Context: an optimization exercise on an open-source flow, tuned for small area. The choices shown serve that exercise and are no tape-out recipe.
Only simulation tests tie the RTL to the original design; equivalence was not proved.
No driver is modelled on the clock port, so clock power and skew are understated where the tree is cut down; a real chip needs a root buffer or a tree.
Power is estimated from default activity; no workload was simulated.

Design top_module, start of the top module:
module top_module(
    input clk,
    input btn_rst,
    input btn_pause,
    output sclk,
    output rclk,
    output dio,
    output buzzer
    );
Size in the first run: about 170 cells after synthesis, roughly 45 flip-flops, ~2000 sq um of cells after synthesis.
clock: 20.0 ns
lec_check: 0
cap_margin: 20
core_margin: 2
core_utilization: 40
cts_cluster_diameter: 500
cts_cluster_size: 50
slew_margin: 20
run.sh (not shown) runs the stock make flow with config.mk's settings and CLKGATE_MAP_FILE= SYNTH_SCRIPT=/design/flow/synth_recipe.tcl, a recipe that flattens the netlist after the stock synthesis.
The starting point passed the timing, DRC and antenna checks.
Next try:
CORE_UTILIZATION = 70   (was 40)
CTS_BUF_LIST = sky130_fd_sc_hd__clkbuf_8   (was unset)
CTS_CLUSTER_DIAMETER = unset   (was 500)
CTS_CLUSTER_SIZE = unset   (was 50)
Outcome: The new run ran to the end with no violations; first-iteration DRC count increases by 69%; power falls by 4.0%; sequential cell count is unchanged; final cell count is lower by 15%; combinational power rises by 5.5%; via count grows by 0.88%; clock power falls by 11%; worst setup slack is worse by 75 ps; non-clock buffer count is unchanged; synthesized cell count does not change; sequential share of layout area went up by 1.5 points.
Next try:
CORE_UTILIZATION = 40   (was 70)
CTS_BUF_LIST = unset   (was sky130_fd_sc_hd__clkbuf_8)
Result: Area after synthesis stays the same; via count goes down by 0.87%; setup slack gains 75 ps; non-clock buffer count stays the same; combinational power goes down by 5.3%; synthesized cell count is unchanged; sequential share of layout area goes down by 1.5 points.

---

== the reference run ==
Another version of the RTL of top_module (not shown whole).
Size: about 160 cells after synthesis, ~7 I/O pins, roughly 1800 sq um of cells after synthesis.
export LEC_CHECK = 0
export CAP_MARGIN = 20
export CORE_AREA = 2 2 64 64
export DIE_AREA = 0 0 66 66
export PLACE_DENSITY = 0.9
export SLEW_MARGIN = 20
create_clock -name core_clock -period 20.0 [get_ports {clk}]
standard.sh (not shown) runs the stock make flow with config.mk's settings and CLKGATE_MAP_FILE= SYNTH_SCRIPT=/design/flow/synth_recipe.tcl, a recipe that flattens the netlist after the stock synthesis.
==> flow/flow/run.sh <==
#!/bin/bash
# Layout flow: the standard flow (standard.sh) with three changes.
#  1. After the standard synthesis, the same synthesis is run again with
#     area-oriented ABC scripts (flow/abc_N.script, NUM_CORES at a time) in place of
#     ORFS's abc_speed.script. Only the combinational mapping changes. The
#     smallest of those netlists that has exactly the standard synthesis's
#     registers (same names, same cell types) replaces the standard one.
#  2. Ports are buffered with buf_1 cells.
#  3. The clock tree is one level of buffers: flow/manual_cts.tcl, sourced
#     as ORFS's PRE_CTS hook, replaces clock_tree_synthesis so that the clock
#     port drives 4 buf_4 cells, each driving a quarter of the registers.
# Each tool's output goes to a log_*.txt file in the work folder.
set -euo pipefail
W=$(pwd)
R=$W/orfs/results/$FLOW_PLATFORM/top_module/base

bash standard.sh synth > $W/log_1_synth_standard.txt 2>&1

regs() { grep -oE '^\s*sky130_fd_sc_hd__(df|sdf|edf|dl)[a-z0-9_]+\s+\S+' "$1" | sed -E 's/_[0-9]+\s+/ /' | sort; }
area() { grep -oE 'Chip area for module .*: [0-9.]+' "$1" | awk '{print $NF}'; }

# 1. area-oriented syntheses, each in its own ORFS work folder
synth_one() {
    local s=$1 n
    n=$(basename $s .script)
    rm -rf $W/scripts_$n
    cp -r $FLOW_HOME/scripts $W/scripts_$n
    cp $s $W/scripts_$n/abc_speed.script
    make -C $FLOW_HOME DESIGN_CONFIG=$W/config.mk WORK_HOME=$W/orfs_$n \
        CLKGATE_MAP_FILE= SYNTH_SCRIPT=$W/synth_recipe.tcl \
        SCRIPTS_DIR=$W/scripts_$n \
        $W/orfs_$n/results/$FLOW_PLATFORM/top_module/base/1_2_yosys.v > $W/log_1_synth_$n.txt 2>&1 || true
}
export -f synth_one
export W
ls $W/flow/abc_*.script | xargs -P ${NUM_CORES:-4} -I{} bash -c 'synth_one {}'

best=""; best_area=$(area $W/orfs/reports/$FLOW_PLATFORM/top_module/base/synth_stat.txt)
echo "standard: $best_area" > $W/log_1_choice.txt
for s in $W/flow/abc_*.script; do
    n=$(basename $s .script)
    A=$W/orfs_$n/results/$FLOW_PLATFORM/top_module/base/1_2_yosys.v
    S=$W/orfs_$n/reports/$FLOW_PLATFORM/top_module/base/synth_stat.txt
    [[ -s $A && -s $S ]] || { echo "$n: failed" >> $W/log_1_choice.txt; continue; }
    if ! diff <(regs $R/1_2_yosys.v) <(regs $A) > /dev/null; then
        echo "$n: registers differ" >> $W/log_1_choice.txt; continue
    fi
    a=$(area $S)
    echo "$n: $a" >> $W/log_1_choice.txt
    if awk -v a=$a -v b=$best_area 'BEGIN { exit !(a < b) }'; then best=$n; best_area=$a; fi
done
if [[ -n $best ]]; then
    echo "using $best ($best_area)" >> $W/log_1_choice.txt
    cp $W/orfs_$best/results/$FLOW_PLATFORM/top_module/base/1_2_yosys.v $R/1_2_yosys.v
    touch $R/1_2_yosys.v
else
    echo "using the standard netlist" >> $W/log_1_choice.txt
fi

# 2., 3. the rest of the standard flow
export BUFFER_PORTS_ARGS="-buffer_cell sky130_fd_sc_hd__buf_1"
export PRE_CTS_TCL=$W/flow/manual_cts.tcl
export MANUAL_CTS_PORT=clk
export MANUAL_CTS_NB=4
export MANUAL_CTS_BUF=sky130_fd_sc_hd__buf_4
bash standard.sh finish > $W/log_2_finish.txt 2>&1
Other scripts of this flow, unchanged in this note and not shown: flow/flow/abc_1.script, flow/flow/abc_2.script, flow/flow/abc_3.script, flow/flow/abc_4.script, flow/flow/abc_5.script, flow/flow/abc_6.script, flow/flow/abc_7.script, flow/flow/abc_8.script, flow/flow/manual_cts.tcl
The reference run ran to completion and came out clean on the timing, DRC and antenna checks.
The following lists how the trial run was set up differently from the reference run:
diff --git a/flow/config.mk b/flow/config.mk
--- a/flow/config.mk
+++ b/flow/config.mk
@@ -10,3 +10,2 @@
 export DIE_AREA = 0 0 66 66
-export PLACE_DENSITY = 0.9
 export SLEW_MARGIN = 20
==> summary.txt <==
Diff the reference run -> the trial run | number of fill cells in the layout | increase of 15
Aggregate global-route resource usage: lower on the reference run
[compare] base=the reference run new=the trial run: ratio of routed vias to standard cells shows a reduction of 0.33%; worst hold slack shows an increase of 0.0075 ns; placed wire-length estimate after detailed placement shows an increase of 1.6%; total power shows an increase of about 0.7%.
Compared to the reference run, the trial run has overall routed net length 2.8% higher.
The trial run: final cycle utilization of the critical path 0.22 points above the reference run
Compare the trial run and the reference run | setup slack higher: the reference run
No run of this note takes its clock network from TritonCTS; it comes from the design's own scripts or RTL.

what the ideal ports hide:
The flow's constraints put no driver on any port. The routed layouts listed below were extracted and timed again, unchanged, in two steps.
Step 1, drivers: a clkbuf_16 drives clk and a buf_2 each remaining input, both assumed.
Step 2 also shifts input and output timing later by t, the mid clock arrival at the registers, as if the neighbouring blocks saw the same clock.
a / b / c = ideal / step 1 / step 2; a / b = the first two.
run	t (ns)	setup slack, ns	hold WS [ns]	slew at the worst register clock pin (ns)	cell pins on the clock port's net
the first run of note 1	0.311	13.850 / 13.823 / 14.134	0.357 / 0.357 / 0.357	0.08 / 0.08	1
the second run of note 1	0.310	13.775 / 13.753 / 14.063	0.370 / 0.370 / 0.370	0.08 / 0.08	1
the third run of note 1	0.311	13.850 / 13.823 / 14.134	0.357 / 0.357 / 0.357	0.08 / 0.08	1
the reference run	0.179	14.428 / 14.382 / 14.562	0.372 / 0.372 / 0.372	0.10 / 0.10	4
the trial run	0.181	14.385 / 14.341 / 14.522	0.379 / 0.379 / 0.379	0.10 / 0.10	4
After both steps setup and hold are still met in every run listed.
